From an optimization exercise on the open Yosys and OpenROAD flow, aimed at small area, a short achievable clock period and few clock cycles; shortcuts taken in it are not production practice. Only simulation tests tie the RTL to the original design; equivalence was not proved.

--- design/flow/flow/run.sh ---
#!/bin/bash
set -euo pipefail
bash standard.sh SETUP_SLACK_MARGIN=9 finish > standard_make.log 2>&1
--- design/flow/design.v ---
module riscv_trainy_soc
(
	input         clock,
	input         reset,
	output [31:0] mem_read_address,
	output        mem_read,
	input  [31:0] mem_read_data,
	input         mem_read_ready,
	output [31:0] mem_write_address,
	output        mem_write,
	output [31:0] mem_write_data
);
function [31:0] rev32(input [31:0] v);
	integer k;
	for (k = 0; k < 32; k = k + 1) rev32[k] = v[31 - k];
endfunction
reg [31:2] fpc;        
reg [31:2] ra;         
reg        inflight;   
reg        rv;         
reg [31:0] ir;
reg [31:2] rpc;
reg [15:1] r_s1, r_s2;  
reg [8:0]  r_op;        
reg        xv;         
reg [31:0] xa, xb;     
reg [31:0] xc;         
reg [3:0]  x_rd;
reg [2:0]  x_f3;
reg        x_wr, x_load, x_store, x_br, x_jalr, x_md, x_link, x_sub, x_arith, x_pred;
reg        x_mdmul, x_asgn, x_bsgn, x_mdhi;   
reg        x_shl;      
reg [4:0]  x_sha;      
reg        m_req;      
reg        m_resp;     
reg        m_load;     
reg [31:2] m_addr;
reg [1:0]  m_off;
reg [2:0]  m_f3;
reg [3:0]  m_rd;
reg        w_valid;
reg [31:0] w_data;
reg        md_busy, md_done;
reg [1:0]  md_ph;      
reg [5:0]  md_cnt;
reg [33:0] hi;
reg [31:0] lo;
reg        md_swap, md_neg, md_prev;
reg        md_bz, md_b2, md_bn;   
reg        md_mulr, md_bneg, md_selhi, md_ysgn;   
reg [31:0] rf [1:15];
wire [32:0] sum = {1'b0, xa} + {1'b0, xb ^ {32{x_sub}}} + {32'd0, x_sub};
wire ltu = !sum[32];
wire lt  = (xa[31] ^ xb[31]) ? xa[31] : sum[31];
wire sh_left = x_shl;
wire [31:0] sh_in = sh_left ? rev32(xa) : xa;
wire sh_fill = x_arith & xa[31] & !sh_left;
wire [32:0] sh_wide = $signed({sh_fill, sh_in}) >>> x_sha;
wire [31:0] sh_res = sh_left ? rev32(sh_wide[31:0]) : sh_wide[31:0];
reg [31:0] alu;
always @(*) begin
	case (x_f3)
	3'd0: alu = sum[31:0];
	3'd1: alu = sh_res;
	3'd2: alu = {31'd0, lt};
	3'd3: alu = {31'd0, ltu};
	3'd4: alu = xa ^ xb;
	3'd5: alu = sh_res;
	3'd6: alu = xa | xb;
	default: alu = xa & xb;
	endcase
end
wire eq = xa == xb;
wire taken = (x_f3[2] ? (x_f3[1] ? ltu : lt) : eq) ^ x_f3[0];
wire x_jump = x_jalr | (x_br & (taken ^ x_pred));
wire [31:2] x_target = x_jalr ? sum[31:2] : xc[31:2];
wire md_mul = x_mdmul;
wire a_sgn = x_asgn;
wire b_sgn = x_bsgn;
wire a_neg = a_sgn & xa[31];
wire b_neg = b_sgn & xb[31];
wire md_sel_hi = x_mdhi;
wire a_small = a_sgn ? (&xa[31:15] | ~|xa[31:15]) : ~|xa[31:16];
wire b_small = b_sgn ? (&xb[31:15] | ~|xb[31:15]) : ~|xb[31:16];
wire swap_now = !b_small & a_small;
wire [31:0] mx_now = swap_now ? xa : xb;
wire mx_uns_top = !(swap_now ? a_sgn : b_sgn) & mx_now[31];
wire [31:0] ysrc = md_swap ? xb : xa;
wire [35:0] y36 = {{4{md_ysgn & ysrc[31]}}, ysrc};
wire [33:0] nb34 = md_bneg ? {{2{xb[31]}}, xb} : ~{2'b00, xb};
wire nb_cin = !md_bneg;
wire md_start = xv & x_md & !md_busy & !md_done;
wire bz = md_bz;
wire b2 = md_b2;
wire bn = md_bn;
wire [35:0] bmul = b2 ? {y36[34:0], 1'b0} : y36;
wire [35:0] m_add = md_ph[1] ? y36 : bz ? 36'd0 : bn ? ~bmul : bmul;
wire m_cin = !md_ph[1] & !bz & bn;
wire [35:0] mul_sum = {{2{hi[33]}}, hi} + m_add + {35'd0, m_cin};
wire [33:0] div_t = {1'b0, hi[31:0], lo[31]} + nb34 + {33'd0, nb_cin};
wire div_ge = !div_t[33];
wire [36:0] skip_t = {1'b0, hi[31:0], lo[31:28]} + {{3{nb34[33]}}, nb34} + {36'd0, nb_cin};
wire div_skip4 = skip_t[36] && md_cnt[5:2] != 4'd0;
wire neg_hi = md_ph[1] & md_selhi;
wire [31:0] neg_in = neg_hi ? hi[31:0] : lo;
wire neg_c = !(neg_hi & md_mulr) | (lo == 32'd0);
wire [31:0] neg_out = ~neg_in + {31'd0, neg_c};
wire [31:0] a1 = a_neg ? ~xa : xa;
wire [31:0] b1 = b_neg ? ~xb : xb;
wire lt1 = a1 < b1;
wire a_is_not_b = (xa ^ xb) == 32'hffffffff;
wire ab_sum0 = (xa ^ xb) == {xa[30:0] | xb[30:0], 1'b0};
wire quick_lt = (a_neg == b_neg) ? lt1 : a_neg ? (lt1 & !ab_sum0) : (lt1 | a_is_not_b);
wire a_zero = xa == 32'd0;
wire b_zero = xb == 32'd0;
wire mul_skip8 = lo[7:0] == {8{md_prev}} && md_cnt[5:3] != 3'd0;
wire mul_skip4 = lo[3:0] == {4{md_prev}} && md_cnt[5:2] != 4'd0;
wire md_last = md_mulr ? (mul_skip8 ? md_cnt == 6'd8 : mul_skip4 ? md_cnt == 6'd4 : md_cnt == 6'd2)
                       : (div_skip4 ? md_cnt == 6'd4 : md_cnt == 6'd1);
wire [5:0] cnt_next = md_mulr ? (mul_skip8 ? md_cnt - 6'd8 : mul_skip4 ? md_cnt - 6'd4 : md_cnt - 6'd2)
                              : (div_skip4 ? md_cnt - 6'd4 : md_cnt - 6'd1);
wire [33:0] hi_mul = mul_skip8 ? {{8{hi[33]}}, hi[33:8]} : mul_skip4 ? {{4{hi[33]}}, hi[33:4]} : mul_sum[35:2];
wire [31:0] lo_mul = mul_skip8 ? {hi[7:0], lo[31:8]} : mul_skip4 ? {hi[3:0], lo[31:4]} : {mul_sum[1:0], lo[31:2]};
wire prev_mul = (mul_skip8 | mul_skip4) ? md_prev : lo[1];
wire [1:0] nd = mul_skip8 ? lo[9:8] : mul_skip4 ? lo[5:4] : lo[3:2];
wire [33:0] hi_div = div_skip4 ? {2'b00, hi[27:0], lo[31:28]} : div_ge ? {2'b00, div_t[31:0]} : {1'b0, hi[31:0], lo[31]};
wire [31:0] lo_div = div_skip4 ? {lo[27:0], 4'd0} : {lo[30:0], div_ge};
wire md_special = md_mul ? (a_zero | b_zero) : (b_zero | quick_lt);
wire md_now = md_start & md_special;
wire [31:0] md_sp_val = (!md_mul & md_sel_hi) ? xa : {32{!md_mul & b_zero}};
wire [31:0] md_res = md_now ? md_sp_val : md_selhi ? hi[31:0] : lo;
wire [31:0] x_res = x_link ? xc : x_md ? md_res : alu;
wire m_busy = m_req | m_resp;
wire x_stall = ((x_load | x_store) & m_busy) | (m_resp & m_load & x_wr) | (x_md & !md_done & !md_now);
wire x_done = xv & !x_stall;
wire x_redirect = x_done & x_jump;
wire x_free = !xv | x_done;
always @(posedge clock or posedge reset) begin
	if (reset) begin
		md_busy <= 1'b0;
		md_done <= 1'b0;
		md_ph <= 2'd0;
	end else if (md_start) begin
		if (!md_special) begin
			md_busy <= 1'b1;
			md_ph <= (!md_mul & a_neg) ? 2'd0 : 2'd1;
		end
	end else if (md_busy) begin
		if (md_ph == 2'd0) md_ph <= 2'd1;
		else if (md_ph == 2'd1) begin
			if (md_last) begin
				if (md_neg) md_ph <= 2'd2;
				else begin md_busy <= 1'b0; md_done <= 1'b1; end
			end
		end else begin
			md_busy <= 1'b0; md_done <= 1'b1;
		end
	end else if (md_done & x_done) begin
		md_done <= 1'b0;
	end
end
always @(posedge clock) begin
	if (md_start) begin
		md_cnt <= 6'd32;
		md_swap <= swap_now;
		md_mulr <= md_mul;
		md_bneg <= b_neg;
		md_selhi <= md_sel_hi;
		md_ysgn <= swap_now ? b_sgn : a_sgn;
		hi <= 34'd0;
		lo <= md_mul ? mx_now : xa;
		md_prev <= 1'b0;
		md_bz <= mx_now[1:0] == 2'b00;
		md_b2 <= mx_now[1:0] == 2'b10;
		md_bn <= mx_now[1];
		md_neg <= md_mul ? mx_uns_top : md_sel_hi ? a_neg : (a_neg ^ b_neg);
	end else if (md_busy) begin
		if (md_ph == 2'd1) begin
			md_cnt <= cnt_next;
			hi <= md_mulr ? hi_mul : hi_div;
			lo <= md_mulr ? lo_mul : lo_div;
			md_prev <= prev_mul;
			md_bz <= (nd[1] == nd[0]) & (nd[0] == prev_mul);
			md_b2 <= (nd[1] != nd[0]) & (nd[0] == prev_mul);
			md_bn <= nd[1] & !(nd[0] & prev_mul);
		end else if (md_ph[1] & md_mulr) begin
			hi <= mul_sum[33:0];
		end else begin
			if (neg_hi) hi <= {2'b00, neg_out};
			else lo <= neg_out;
		end
	end
end
wire [2:0] f3  = ir[14:12];
wire [3:0] rd  = ir[10:7];
wire [3:0] rs1 = ir[18:15];
wire [3:0] rs2 = ir[23:20];
wire is_load  = r_op[0];
wire is_store = r_op[1];
wire is_op    = r_op[2];
wire is_opimm = r_op[3];
wire is_lui   = r_op[4];
wire is_auipc = r_op[5];
wire is_br    = r_op[6];
wire is_jal   = r_op[7];
wire is_jalr  = r_op[8];
wire [31:0] imm_i = {{20{ir[31]}}, ir[31:20]};
wire [31:0] imm_s = {{20{ir[31]}}, ir[31:25], ir[11:7]};
wire [31:0] imm_b = {{20{ir[31]}}, ir[7], ir[30:25], ir[11:8], 1'b0};
wire [31:0] imm_u = {ir[31:12], 12'b0};
wire [31:0] imm_j = {{12{ir[31]}}, ir[19:12], ir[20], ir[30:21], 1'b0};
wire rd_nz = rd != 4'd0;
wire r_wr = (is_lui | is_auipc | is_jal | is_jalr | is_op | is_opimm) & rd_nz;
wire r_ld = is_load & rd_nz;
wire r_uses_rs1 = !(is_lui | is_auipc | is_jal);
wire r_uses_rs2 = is_op | is_br | is_store;
reg [31:0] rf1, rf2;
integer ri;
always @(*) begin
	rf1 = 32'd0;
	rf2 = 32'd0;
	for (ri = 1; ri < 16; ri = ri + 1) begin
		rf1 = rf1 | (rf[ri] & {32{r_s1[ri]}});
		rf2 = rf2 | (rf[ri] & {32{r_s2[ri]}});
	end
end
wire r_pred = is_jal | (is_br & ir[31]);
wire [31:2] r_tgt = rpc + (is_jal ? imm_j[31:2] : is_auipc ? imm_u[31:2] : imm_b[31:2]);
wire [31:2] r_pc4 = rpc + 30'd1;
wire x_fwd = xv & x_wr;
wire byp1 = x_fwd & (x_rd == rs1);
wire byp2 = x_fwd & (x_rd == rs2);
wire [31:0] rf1w = rf1;
wire [31:0] rf2w = rf2;
wire [31:0] a_pre = rf1w;    
wire [31:0] b_pre = (is_op | is_br) ? rf2w : is_store ? imm_s : (is_lui | is_auipc) ? imm_u : imm_i;
wire [31:0] c_pre = is_store ? rf2w : (is_auipc | (is_br & !r_pred)) ? {r_tgt, 2'b00} : {r_pc4, 2'b00};
wire sel_a = byp1 & r_uses_rs1;
wire sel_b = byp2 & (is_op | is_br);
wire sel_c = byp2 & is_store;
wire load_x = xv & x_load;
wire load_m = m_busy & m_load;
wire hz_x = load_x & ((r_uses_rs1 & rs1 == x_rd) | (r_uses_rs2 & rs2 == x_rd) | ((r_wr | r_ld) & rd == x_rd));
wire hz_m = load_m & ((r_uses_rs1 & rs1 == m_rd) | (r_uses_rs2 & rs2 == m_rd) | ((r_wr | r_ld) & rd == m_rd));
wire r_adv = rv & !hz_x & !hz_m & x_free;
wire r_go = r_adv & !x_redirect;
wire r_redirect = r_go & r_pred;
wire r_free = !rv | r_adv;    
always @(posedge clock) begin
	if (r_adv) begin
		xa <= sel_a ? x_res : a_pre;
		xb <= sel_b ? x_res : b_pre;
		x_sha <= sel_b ? x_res[4:0] : b_pre[4:0];
		xc <= sel_c ? x_res : c_pre;
		x_rd <= rd;
		x_f3 <= (is_lui | is_auipc) ? 3'd0 : f3;
		x_wr <= r_wr;
		x_load <= r_ld;
		x_store <= is_store;
		x_br <= is_br;
		x_jalr <= is_jalr;
		x_md <= is_op & ir[25];
		x_link <= is_jal | is_jalr | is_auipc;
		x_sub <= is_br | ((is_op | is_opimm) & (f3 == 3'd2 || f3 == 3'd3)) | (is_op & f3 == 3'd0 & ir[30]);
		x_arith <= ir[30];
		x_pred <= r_pred;
		x_mdmul <= !f3[2];
		x_shl <= !f3[2];
		x_asgn <= !f3[2] ? (f3 != 3'd3) : !f3[0];
		x_bsgn <= !f3[2] ? !f3[1] : !f3[0];
		x_mdhi <= !f3[2] ? (f3[1:0] != 2'd0) : f3[1];
	end
end
wire issue = !m_req;
wire [31:2] fpc_m1 = fpc - 30'd1;
wire accept = inflight & r_free;
wire squash = x_redirect | r_redirect;
wire rewind = inflight & !squash & (!r_free | !mem_read_ready);
wire [4:0] i_opc = mem_read_data[6:2];
wire [8:0] i_op = {i_opc == 5'b11001, i_opc == 5'b11011, i_opc == 5'b11000, i_opc == 5'b00101,
                   i_opc == 5'b01101, i_opc == 5'b00100, i_opc == 5'b01100, i_opc == 5'b01000,
                   i_opc == 5'b00000};
wire [15:0] i_s1 = (mem_read_data[6:2] == 5'b01101) ? 16'd0 : 16'd1 << mem_read_data[18:15];
wire [15:0] i_s2 = 16'd1 << mem_read_data[23:20];
wire [31:2] fpc_next = x_redirect ? x_target : r_redirect ? r_tgt : rewind ? fpc_m1 : issue ? fpc + 30'd1 : fpc;
assign mem_read = 1'b1;
assign mem_read_address = {ra, 2'b00};
always @(posedge clock or posedge reset) begin
	if (reset) begin
		fpc <= 30'd0;
		inflight <= 1'b0;
		rv <= 1'b0;
		xv <= 1'b0;
	end else begin
		fpc <= fpc_next;
		inflight <= !x_redirect & !r_redirect & !rewind & issue;
		rv <= (rv & !r_adv & !x_redirect) | (accept & !squash & mem_read_ready);
		xv <= (xv & !x_done) | r_go;
	end
end
always @(posedge clock) begin
	if (accept) begin
		ir <= mem_read_data;
		r_op <= i_op;
		rpc <= fpc_m1;
		r_s1 <= i_s1[15:1];
		r_s2 <= i_s2[15:1];
	end
end
wire do_load = x_done & x_load;
wire do_sub  = x_done & x_store & !x_f3[1];
wire do_sw   = x_done & x_store & x_f3[1];
wire [31:0] st_data = x_f3[1] ? xc : x_f3[0] ? {2{xc[15:0]}} : {4{xc[7:0]}};
wire [3:0] st_mask = m_f3[0] ? (m_off[1] ? 4'b1100 : 4'b0011) : (4'b0001 << m_off);
wire [31:0] wmask = {{8{st_mask[3]}}, {8{st_mask[2]}}, {8{st_mask[1]}}, {8{st_mask[0]}}};
wire m_req_next = do_load | do_sub | (m_resp & !mem_read_ready);
always @(posedge clock or posedge reset) begin
	if (reset) ra <= 30'd0;
	else ra <= m_req_next ? ((do_load | do_sub) ? sum[31:2] : m_addr) : fpc_next;
end
always @(posedge clock or posedge reset) begin
	if (reset) begin
		m_req <= 1'b0;
		m_resp <= 1'b0;
		w_valid <= 1'b0;
	end else begin
		m_req <= m_req_next;
		m_resp <= m_req;
		w_valid <= do_sw | (m_resp & !m_load & mem_read_ready);
	end
end
always @(posedge clock) begin
	if (do_load | do_sub | do_sw) begin
		m_addr <= sum[31:2];
		m_off <= sum[1:0];
		m_f3 <= x_f3;
		m_rd <= x_rd;
		m_load <= x_load;
	end
	if (do_sub | do_sw) w_data <= st_data;
	else if (m_resp & !m_load) w_data <= (mem_read_data & ~wmask) | (w_data & wmask);
end
assign mem_write = w_valid;
assign mem_write_address = {m_addr, 2'b00};
assign mem_write_data = w_data;
wire [31:0] ld_sh = mem_read_data >> {m_off, 3'b000};
wire [31:0] ld_val = m_f3[1] ? mem_read_data :
                     m_f3[0] ? {{16{!m_f3[2] & ld_sh[15]}}, ld_sh[15:0]} :
                               {{24{!m_f3[2] & ld_sh[7]}}, ld_sh[7:0]};
wire wr_ld = m_resp & m_load;
wire [3:0] wr_idx = wr_ld ? m_rd : x_rd;
wire [31:0] wr_val = wr_ld ? ld_val : x_res;
wire wr_en = wr_ld | (x_done & x_wr);
always @(posedge clock) begin
	if (wr_en) rf[wr_idx] <= wr_val;
end
endmodule
--- design/flow/constraint.sdc ---
create_clock -name core_clock -period 14.0 [get_ports {clock}]
set_input_delay 2.8000 -clock core_clock [delete_from_list [all_inputs] [get_ports {clock}]]
set_output_delay 2.8000 -clock core_clock [all_outputs]
set_load 0.01 [all_outputs]
--- design/flow/config.mk ---
export PLATFORM = sky130hd
export DESIGN_NAME = riscv_trainy_soc
export DESIGN_NICKNAME = riscv_trainy_soc
export VERILOG_FILES = /design/flow/design.v
export SDC_FILE = /design/flow/constraint.sdc
export NUM_CORES = 4
export LEC_CHECK = 0
export CAP_MARGIN = 40
export CORE_MARGIN = 2
export CORE_UTILIZATION = 50
export SETUP_SLACK_MARGIN = 5
export SLEW_MARGIN = 40
--- design/flow/standard.sh ---
#!/bin/bash
# synth_recipe.tcl (not shown) runs the flow's synth.tcl, then flattens the netlist and writes it again
# the make line also repeats each setting of config.mk as NAME=value (left out here)
make -C /OpenROAD-flow-scripts/flow DESIGN_CONFIG=/design/flow/config.mk WORK_HOME=/design/flow/orfs CLKGATE_MAP_FILE= SYNTH_SCRIPT=/design/flow/synth_recipe.tcl "${@:-finish}"
==> impl_metrics.py, run 1 <==
metrics = {
    "detailed_routing": {
        "wl_per_cell_um": 38.6,
        "first_pass_iters": 9,
        "drc": 0,
        "drt_iter0_markers": 12100,
        "antenna_left": 0,
        "viasPerCell": 7.49,
        "via_count": 63000,
        "finalWirelength_um": 325000,
    },
    "setup_path": {
        "cp_top_family": "compound AO/OA/AOI/OAI gates",
        "worstSetupPathType": "register to register",
        "slowest_stage": "o21ai_0",
        "required_ps": 14390,
        "reg2reg_from": "xa[17]",
        "crit_path_cell_trace": "buf_4 > inv_1 > ha_1 > nand4_1 > nor4_1 > nand2_1 > o311a_1 > a21boi_4 > o41ai_4 > buf_4 > nand2_1 > o21ai_0 > o21ai_0",
        "worst-path-buf-inv": 3,
        "critPathArrivalTime_ps": 5490,
        "cp-end-kind": "register",
        "start_kind": "register",
        "worst-path-max-fanout": 12,
        "max_stage_delay_ps": 790,
        "r2r_cells": 13,
        "r2r_setup_slack_ps": 8910,
        "r2r-end": "md_done",
    },
    "logic_synthesis": {
        "synth_edf_count": 804,
        "ys_seq_area_frac": 0.414,
        "post_synth_num_cell_types": 113,
        "avgSynthCellArea_um2": 9.65,
        "syn_inst": 6686,
        "yosysWarnings": 1,
        "synthFlopType": "edfxtp_1",
        "synthesis.area_um2": 64500,
        "async_reset_ff_frac": 0.0765,
        "ys_seq_elements": 915,
    },
    "clock_network": {
        "clk_pin_slew_ps": 60,
        "cts_tree": "built",
        "cts_made_buffers": 102,
        "ctsHoldBuffers": 0,
        "root_buffer": "clkbuf_16",
        "clock_sinks": 915,
        "clk_latency_ps": 780,
        "clock_path_buffers": 3,
        "cts_max_level": 3,
    },
    "run": {
        "max_cap_viol_count": 0,
    },
    "placement": {
        "place_congestion": 1.09,
        "dp_hpwl_um": 218000,
        "numPortBuffers": 127,
        "dp_cells": 8140,
    },
    "sta": {
        "maxSlewHeadroom": 0.338,
        "fmax_mhz": 196,
        "layout_min_cycle_time_ps": 5090,
        "rsz0062_at_grt": "yes",
        "finalSetupViolations": 0,
        "period_share": 0.364,
        "setup_tns_ps": 0,
        "hold_violations": 0,
        "fin_skew_ps": 90.5,
        "slew_viol_final": 0,
        "worstMarginPinSlew_ps": 985,
        "hold_slack_ps": 510,
    },
    "worst_hold_path": {
        "holdPathStages": 2,
        "min_from": "md_prev",
        "whs_endpoint": "md_prev",
        "hold_path.class": "register to register",
    },
    "die": {
        "initial_utilization": 0.505,
        "core_um2": 128000,
        "die_x_um": 363,
        "num_io_pins": 133,
        "die_y_um": 363,
        "dieArea_um2": 132000,
        "rows": 131,
    },
    "cells_and_area": {
        "final_nets": 6964,
        "drive_gt1_frac": 0.129,
        "stdcell_count": 8415,
        "area.growth.synth_to_final_pct": 13.4,
    },
    "global_route": {
        "antenna_found_initial": 15,
        "grt_pass1_vias": 57700,
        "grt_max_degree": 73,
        "grt_usage": 0.476,
        "grt_pass1_wl_um": 446000,
        "grt-ovfl-total": 0,
    },
    "run_status": {
        "outcome": "no timing/DRC/antenna violations",
    },
}
placed cells by master (no fill, tap or decap), types with 40 or more instances in the layout:
master             n
nor2b_1           53
xor2_1           148
a31oi_1           45
a21oi_1          464
ha_1             266
a221oi_1         137
a211oi_1          53
a22oi_1          351
o211ai_1          57
o21a_1            40
clkbuf_16        105
a222oi_1          75
edfxtp_1         804
nand3_1          201
dfxtp_1           41
dfrtp_1           68
mux2_2            81
a21o_1           135
clkdlybuf4s50_1  127
nor2_1           400
a22o_1            82
buf_4            262
xnor2_1          206
o21ai_0          400
nand2b_1          48
inv_1            164
nor3_1           153
nand4_1           93
and3_1            60
nand2_1          458
mux2i_1          252
logic make-up after synthesis:
logic type | count (synthesis) | share of synthesized area
AO/OA/AOI/OAI | 2239 | 0.237
XOR/XNOR | 391 | 0.0531
adder cells (fa/ha/maj) | 277 | 0.0543
buffers and inverters | 769 | 0.0473
flip-flops | 915 | 0.414
multiplexers | 374 | 0.0668
other | 2 | 0.000116
AND/OR/NAND/NOR | 1719 | 0.128
state kept, by name (all words and copies together) (netlist names), 3 cells and up, named ones only:
signal	cells
xa	32
ra	30
rpc	30
r_s2	15
m_addr	30
x_f3	3
r_s1	15
md_cnt	6
ir	25
rf	480
hi	34
m_f3	3
fpc	30
xb	32
lo	32
m_rd	4
r_op	9
x_rd	4
xc	32
layer usage:
layer | vias up | GRT usage | wire length (um)
met5 | - | 0.0142 | 272
met4 | 18 | 0.360 | 31300
met3 | 1483 | 0.182 | 49100
met1 | 30300 | 0.585 | 112000
li1 | 25600 | - | -
met2 | 5619 | 0.674 | 132000
cell type report:
type | count | area [um2]
diodes | 13 | 32.5
clock buffers | 126 | 2670
clock inverters | 66 | 783
fillers | 11100 | 54700
inverters | 174 | 661
multi-input cells | 5008 | 36100
flip-flops and latches | 915 | 26700
well taps | 1662 | 2080
repair buffers | 451 | 4110
synth_stat cells (all sizes together), types with 62 or more instances:
master	instances	share of area
mux2i	254	0.039
a22o	82	0.011
inv	171	0.0099
o21ai	462	0.036
a221oi	139	0.019
a22oi	364	0.042
and3	62	0.0060
xnor2	239	0.032
clkbuf	460	0.027
nor2	438	0.026
dfrtp	70	0.027
xor2	152	0.021
mux2	83	0.014
nand4	93	0.0090
buf	135	0.010
nand2	464	0.027
a21o	136	0.016
a21oi	478	0.037
a211oi	65	0.0076
edfxtp	804	0.37
ha	272	0.053
a222oi	75	0.012
nand3	207	0.016
nor3	168	0.013
worst max-delay path by stage:
stage | start | endpoint | slack [ps] | cells after the start
5_1_grt | md_bneg | hi[18] | 8930 | 16
3_3_place_gp | xa[31] | rf[12][19] | 8120 | 16
2_1_floorplan | xb[31] | rf[1][0] | 8590 | 15
3_5_place_dp | xa[31] | rf[6][19] | 8260 | 17
6_report | xa[17] | md_done | 8910 | 13
4_1_cts | xb[6] | hi[18] | 8810 | 15
per-stage QoR:
step / utilization / setup WS, ps / area, um2
floorplan: - / 8590 / 64600
global placement: 0.529 / 8120 / 67600
detailed placement: 0.531 / 8260 / 67900
CTS: 0.563 / 8810 / 72000
global route: 0.572 / 8930 / 73100
finish: 0.572 / 8910 / 73100
worst register-to-register path, cell delays in order (launching register included):
cell      delay, ps
edfxtp_1        330
buf_4           330
inv_1           250
ha_1            420
nand4_1         120
nor4_1          420
nand2_1         200
o311a_1         360
a21boi_4        200
o41ai_4         220
buf_4           260
nand2_1         230
o21ai_0         790
o21ai_0         630
repair_timing:
| action | CTS | global route |
|---|---|---|
| cloned | 2 | 5 |
| setup buffers | 26 | 36 |
| gates resized for setup | 81 | 139 |
| setup endpoints to repair | 1033 | 940 |
| pin swaps | 7 | 12 |
Testbench counts, summed over its fixed seeds: cycles 201,322.
==> run 2: changes to the inputs <==
--- a/design/flow/config.mk
+++ b/design/flow/config.mk
@@ -8,5 +8,5 @@
 export CAP_MARGIN = 40
 export CORE_MARGIN = 2
-export CORE_UTILIZATION = 50
+export CORE_UTILIZATION = 60
 export SETUP_SLACK_MARGIN = 5
 export SLEW_MARGIN = 40
==> run 2 against run 1 <==
Still clean. Non-clock buffer count down 20. Sequential cell count is the same. Maximum frequency decreased by 0.68%. Sequential share of layout area grew 0.31 points. Area after synthesis stayed put. Design area shrank 0.85%. Critical path type unchanged.
==> impl_metrics.py, run 2 <==
metrics = {
    "detailed_routing": {
        "first_pass_iters": 14,
        "drc": 0,
        "via_count": 63900,
        "wl_per_cell_um": 37.4,
        "drt_iter0_markers": 14100,
        "finalWirelength_um": 304000,
        "antenna_left": 0,
        "viasPerCell": 7.86,
    },
    "setup_path": {
        "worstSetupPathType": "register to register",
        "reg2reg_from": "xb[19]",
        "worst-path-max-fanout": 31,
        "r2r_setup_slack_ps": 8870,
        "cp-startpoint": "xb[19]",
        "required_ps": 14340,
        "start_kind": "register",
        "cp-end-kind": "register",
        "critPathArrivalTime_ps": 5470,
        "r2r_cells": 13,
        "r2r-end": "rf[11][16]",
    },
    "sta": {
        "slew_viol_final": 0,
        "fin_skew_ps": 58.5,
        "layout_min_cycle_time_ps": 5130,
        "hold_violations": 0,
        "fmax_mhz": 195,
        "finalSetupViolations": 0,
        "maxSlewHeadroom": 0.322,
        "setup_tns_ps": 0,
        "period_share": 0.366,
        "worstMarginPinSlew_ps": 1010,
        "rsz0062_at_grt": "yes",
        "setup_ws_ps": 8870,
    },
    "logic_synthesis": {
        "synthFlopType": "edfxtp_1",
        "ys_seq_area_frac": 0.414,
        "synth_top_area_frac": 0.374,
        "syn_inst": 6686,
        "synthesis.area_um2": 64500,
        "ys_seq_elements": 915,
        "yosysWarnings": 1,
        "synth_edf_count": 804,
        "synth.top_cells.by_area": "edfxtp_1 37%, ha_1 5.3%, a22oi_1 4.2%, mux2i_1 3.9%, a21oi_1 3.7%",
        "avgSynthCellArea_um2": 9.65,
        "yosys.cell_count.top_type": "edfxtp_1",
        "async_reset_ff_frac": 0.0765,
        "synth_common_cells": "804 x edfxtp_1, 478 x a21oi_1, 460 x nand2_1, 457 x clkbuf_1, 442 x o21ai_0",
        "synth_top_cell_by_area": "edfxtp_1",
        "post_synth_num_cell_types": 113,
    },
    "clock_network": {
        "ctsHoldBuffers": 0,
        "clk_pin_slew_ps": 60,
        "cts_max_level": 3,
        "clk_latency_ps": 730,
        "cts_tree": "built",
        "cts_made_buffers": 97,
        "clock_path_buffers": 3,
        "root_buffer": "clkbuf_16",
        "clock_sinks": 915,
    },
    "cells_and_area": {
        "drive_gt1_frac": 0.127,
        "nFillCells": 8445,
        "area.growth.synth_to_final_pct": 12.4,
        "reg_top3": "rf x480, hi x34",
        "regArea_um2": 26700,
        "multiInputGateArea_um2": 36100,
        "mostFrequentLayoutCell": "edfxtp_1",
        "final_nets": 6941,
        "final_cell_mix": "804 x edfxtp_1, 463 x a21oi_1, 458 x nand2_1",
        "largest-register": "rf",
        "largest_reg_flops": 480,
    },
    "die": {
        "die_x_um": 332,
        "core_um2": 107000,
        "rows": 120,
        "initial_utilization": 0.603,
        "die_y_um": 332,
        "dieArea_um2": 110000,
        "num_io_pins": 133,
    },
    "worst_hold_path": {
        "holdPathStages": 2,
        "hold_path.class": "register to register",
        "min_from": "md_prev",
        "whs_endpoint": "md_prev",
    },
    "placement": {
        "place_congestion": 1.09,
        "dp_hpwl_um": 201000,
        "numPortBuffers": 127,
        "pre_cts_ws_ps": 8120,
    },
    "global_route": {
        "grt_usage": 0.532,
        "gr-usage-met2": 0.731,
        "grt_pass1_vias": 57900,
        "antenna_found_initial": 15,
        "grt_pass1_wl_um": 426000,
        "use_met3": 0.249,
        "top_usage_layer": "met2",
        "grt-ovfl-total": 0,
        "met1_usage": 0.646,
        "grt_max_degree": 75,
    },
    "run_status": {
        "outcome": "no timing/DRC/antenna violations",
    },
    "run": {
        "max_cap_viol_count": 0,
    },
}
## run 2: logic make-up after synthesis
| logic type | share of synthesized area |
|---|---|
| AOI/OAI and AO/OA | 0.237 |
| xor gates and xnor gates | 0.0531 |
| adders and majority gates | 0.0543 |
| buffers and inverters | 0.0473 |
| DFF | 0.414 |
| muxes | 0.0668 |
| other | 0.000116 |
| and+or+nand+nor | 0.128 |
## run 2: worst max-delay path, stage by stage, from the launching register on
cell and delay (ps):
edfxtp_1 330, buf_4 410, inv_1 230, ha_1 400
nand4_1 150, nor4_2 390, nand2_1 190, o311a_1 420
a21boi_4 210, o21ai_1 410, a41oi_2 380, a21o_1 390
nor2_4 180, buf_4 610
## run 2: area by class of cell
class | instances | share of cell area
antenna | 15 | 0.000518
clock inverter | 65 | 0.0104
tap | 1403 | 0.0242
inverter | 174 | 0.00926
sequential | 915 | 0.368
timing repair inverter | 1 | 0.0000690
timing repair buffer | 431 | 0.0547
clock buffer | 113 | 0.0350
multi-input combinational | 5009 | 0.497
## run 2: repair_timing
| action | CTS | global route |
|---|---|---|
| setup buffers | 24 | 51 |
| pin swaps | 14 | 21 |
| gates resized for setup | 75 | 160 |
| endpoints found under the setup margin | 1205 | 1199 |
| gates cloned | 0 | 7 |
## run 2: metal layers
| metal | vias up | part of all wire |
|---|---|---|
| li1 | 25600 | - |
| met1 | 29700 | 0.32 |
| met2 | 6630 | 0.39 |
| met3 | 1932 | 0.18 |
| met4 | 16 | 0.11 |
| met5 | - | 0.00095 |
## run 2: how the worst max path moves through the flow
stage | endpoint | depth (start not counted)
2_1_floorplan | rf[1][0] | 15
3_3_place_gp | rf[13][4] | 13
3_5_place_dp | rf[14][19] | 15
4_1_cts | xc[10] | 17
5_1_grt | xc[30] | 15
6_report | rf[11][16] | 13
## run 2: per-stage QoR
stage	hold slack [ps]	cell area, um2	instances	util
floorplan	424	64600	6689	-
global placement	482	67100	7838	0.627
global route	515	72500	8114	0.678
finish	513	72500	8126	0.678
CTS	498	71100	8049	0.665
detailed placement	473	67300	7847	0.629
==> run 3: changes to the inputs <==
--- a/design/flow/config.mk
+++ b/design/flow/config.mk
@@ -8,5 +8,5 @@
 export CAP_MARGIN = 40
 export CORE_MARGIN = 2
-export CORE_UTILIZATION = 60
+export CORE_UTILIZATION = 55
 export SETUP_SLACK_MARGIN = 5
 export SLEW_MARGIN = 40
==> run 3 against run 2 <==
Hold slack improved by 9.8 ps. Sequential share of layout area fell by 0.13 points. Critical path depth increased by 2. Still clean on timing, DRC and antenna. Final cell count increased by 1.6%. Highest routed layer unchanged. Area after synthesis unchanged. Clock-buffer cell count rose by 8. Synthesized cell count unchanged. Die area increased by 9.0%.
==> impl_metrics.py, run 3 <==
metrics = {
    "detailed_routing": {
        "antenna_left": 0,
        "drc": 0,
        "drt_iter0_markers": 12700,
        "first_pass_iters": 10,
        "wl_per_cell_um": 37.6,
        "via_count": 63100,
        "finalWirelength_um": 310000,
        "viasPerCell": 7.65,
    },
    "placement": {
        "place_congestion": 1.07,
        "pre_cts_ws_ps": 8170,
        "numPortBuffers": 127,
        "dp_cells": 8001,
        "dp_hpwl_um": 207000,
    },
    "sta": {
        "setup_ws_ps": 8880,
        "fmax_mhz": 195,
        "layout_min_cycle_time_ps": 5120,
        "finalSetupViolations": 0,
        "setup_tns_ps": 0,
        "maxSlewHeadroom": 0.330,
        "slew_viol_final": 0,
        "hold_violations": 0,
        "rsz0062_at_grt": "yes",
        "worstMarginPinSlew_ps": 995,
        "period_share": 0.366,
        "fin_skew_ps": 92.2,
    },
    "clock_network": {
        "clk_latency_ps": 760,
        "root_buffer": "clkbuf_16",
        "ctsHoldBuffers": 0,
        "cts_made_buffers": 99,
        "clock_sinks": 915,
        "clock_path_buffers": 3,
        "cts_max_level": 3,
        "clk_pin_slew_ps": 70,
        "cts_tree": "built",
    },
    "logic_synthesis": {
        "synth_edf_count": 804,
        "synth_top_cell_by_area": "edfxtp_1",
        "syn_inst": 6686,
        "synthesis.area_um2": 64500,
        "async_reset_ff_frac": 0.0765,
        "post_synth_num_cell_types": 113,
        "synthFlopType": "edfxtp_1",
        "ys_seq_elements": 915,
        "synth.top_cells.by_area": "edfxtp_1 37%, ha_1 5.3%, a22oi_1 4.2%, mux2i_1 3.9%, a21oi_1 3.7%",
        "yosys.cell_count.top_type": "edfxtp_1",
        "avgSynthCellArea_um2": 9.65,
        "synth_common_cells": "804 x edfxtp_1, 478 x a21oi_1, 460 x nand2_1, 457 x clkbuf_1, 442 x o21ai_0",
        "synth_top_area_frac": 0.374,
        "yosysWarnings": 1,
        "ys_seq_area_frac": 0.414,
    },
    "die": {
        "initial_utilization": 0.555,
        "num_io_pins": 133,
        "die_y_um": 346,
        "rows": 125,
        "dieArea_um2": 120000,
        "die_x_um": 346,
        "core_um2": 116000,
    },
    "cells_and_area": {
        "reg_top3": "rf x480, hi x34",
        "final_cell_mix": "804 x edfxtp_1, 459 x a21oi_1, 459 x nand2_1",
        "drive_gt1_frac": 0.129,
        "largest-register": "rf",
        "area.growth.synth_to_final_pct": 12.8,
        "nFillCells": 9591,
        "final_nets": 6958,
        "largest_reg_flops": 480,
        "final_core_util": 0.626,
        "mostFrequentLayoutCell": "edfxtp_1",
        "stdcell_count": 8255,
    },
    "worst_hold_path": {
        "hold_path.class": "register to register",
    },
    "setup_path": {
        "r2r-end": "xb[1]",
        "slowest_stage": "a22oi_1",
        "start_kind": "register",
        "r2r_setup_slack_ps": 8880,
        "critPathArrivalTime_ps": 5590,
        "required_ps": 14460,
        "cp-end-kind": "register",
        "worstSetupPathType": "register to register",
        "crit_path_frequent_cell": "a21oi_1",
        "cp-startpoint": "xb[31]",
        "worst-path-max-fanout": 48,
        "reg2reg_from": "xb[31]",
        "r2r_cells": 15,
        "crit_path_cell_trace": "clkinvlp_4 > ha_2 > xor2_1 > nand4_1 > nor3_1 > nand3_1 > and3_1 > a21boi_4 > nor2_4 > buf_12 > mux2_2 > a21oi_1 > a22oi_1 > a21oi_1 > o21a_1",
        "cp-endpoint": "xb[1]",
        "max_stage_delay_ps": 620,
    },
    "run": {
        "max_cap_viol_count": 0,
    },
    "global_route": {
        "grt_usage": 0.500,
        "grt_pass1_wl_um": 432000,
        "grt_pass1_vias": 58500,
        "antenna_found_initial": 19,
        "grt-ovfl-total": 0,
        "grt_max_degree": 68,
    },
    "run_status": {
        "outcome": "no timing/DRC/antenna violations",
    },
}
## run 3: cell type report
type / count / area [um2] / area share
Clock buffer: 121 / 2610 / 0.0359
Inverter: 174 / 666 / 0.00914
Sequential cell: 915 / 26700 / 0.367
Multi-Input combinational cell: 5006 / 36100 / 0.495
Tap cell: 1524 / 1910 / 0.0262
Clock inverter: 57 / 721 / 0.00990
Timing Repair Buffer: 450 / 4090 / 0.0562
Antenna cell: 8 / 20.0 / 0.000275
## run 3: worst min path at each step
| stage | depth (start not counted) | start | to | slack, ps |
|---|---|---|---|---|
| 6_report | 2 | md_prev | md_prev | 520 |
| 5_1_grt | 0 | r_op[8] | x_jalr | 550 |
| 4_1_cts | 2 | md_prev | md_prev | 510 |
| 3_5_place_dp | 2 | md_prev | md_prev | 500 |
| 3_3_place_gp | 2 | md_prev | md_prev | 490 |
| 2_1_floorplan | 0 | x_f3[0] | m_f3[0] | 420 |
## run 3: layer usage
layer / GRT usage / wire (um) / vias up
li1: - / - / 25600
met1: 0.623 / 105000 / 30000
met2: 0.706 / 126000 / 5961
met3: 0.183 / 49800 / 1601
met4: 0.373 / 29500 / 24
met5: 0.00720 / 374 / -
## run 3: metrics by stage
step | cell area, um2 | hold slack [ps]
final | 72800 | 523
after global routing | 72800 | 548
after CTS | 71800 | 512
after detailed placement | 67700 | 501
after global placement | 67400 | 493
after floorplan | 64600 | 424
## run 3: cells by family after synthesis
logic type               synth area share
XOR/XNOR                           0.0531
buffers and inverters              0.0473
AO/OA/AOI/OAI                       0.237
multiplexers                       0.0668
adder cells (fa/ha/maj)            0.0543
AND/OR/NAND/NOR                     0.128
flip-flops                          0.414
other                            0.000116
## run 3: repair_timing
action | 4_1_cts | 5_1_grt
gates cloned | 1 | 2
setup endpoints to repair | 1129 | 1158
gates resized for setup | 102 | 155
hold endpoints to repair | 0 | 0
setup buffers | 41 | 23
pin swaps | 10 | 9
## run 3: critical path: cells and delay by family (launching register included)
family	cells	cell delay, ps
fa+ha+maj	1	600
compound gates	5	1680
flops	1	580
buf+inv	2	550
xor+xnor	1	320
simple gates	5	760
mux	1	320

-- separate check: timing with driven ports --
Ports are ideal in the flow. The routed layouts listed here were re-timed in OpenROAD. Step 1 assumes that a clkbuf_16 drives the clock port and a buf_2 every other input. Step 2 moves the port delays by t, midway between the first and last clock arrival at a register: inputs arrive t later, outputs are due t later. That takes back most of the time a late clock gives input paths. Slacks: ideal ports / drivers / drivers and shift; pairs: ideal ports / drivers.
| run | shift t [ns] | setup WS [ns] | worst data-port slew with drivers (ns) |
|---|---|---|---|
| run 1 | 0.824 | 8.909 / 8.909 / 8.405 | 0.05 |
| run 2 | 0.782 | 8.874 / 8.874 / 8.340 | 0.07 |
| run 3 | 0.799 | 8.879 / 8.879 / 8.199 | 0.08 |
After both steps every run listed still meets setup and hold. The setup slack of run 3, which loses most, moves by 0.000 ns with the drivers and by -0.680 ns with both steps.
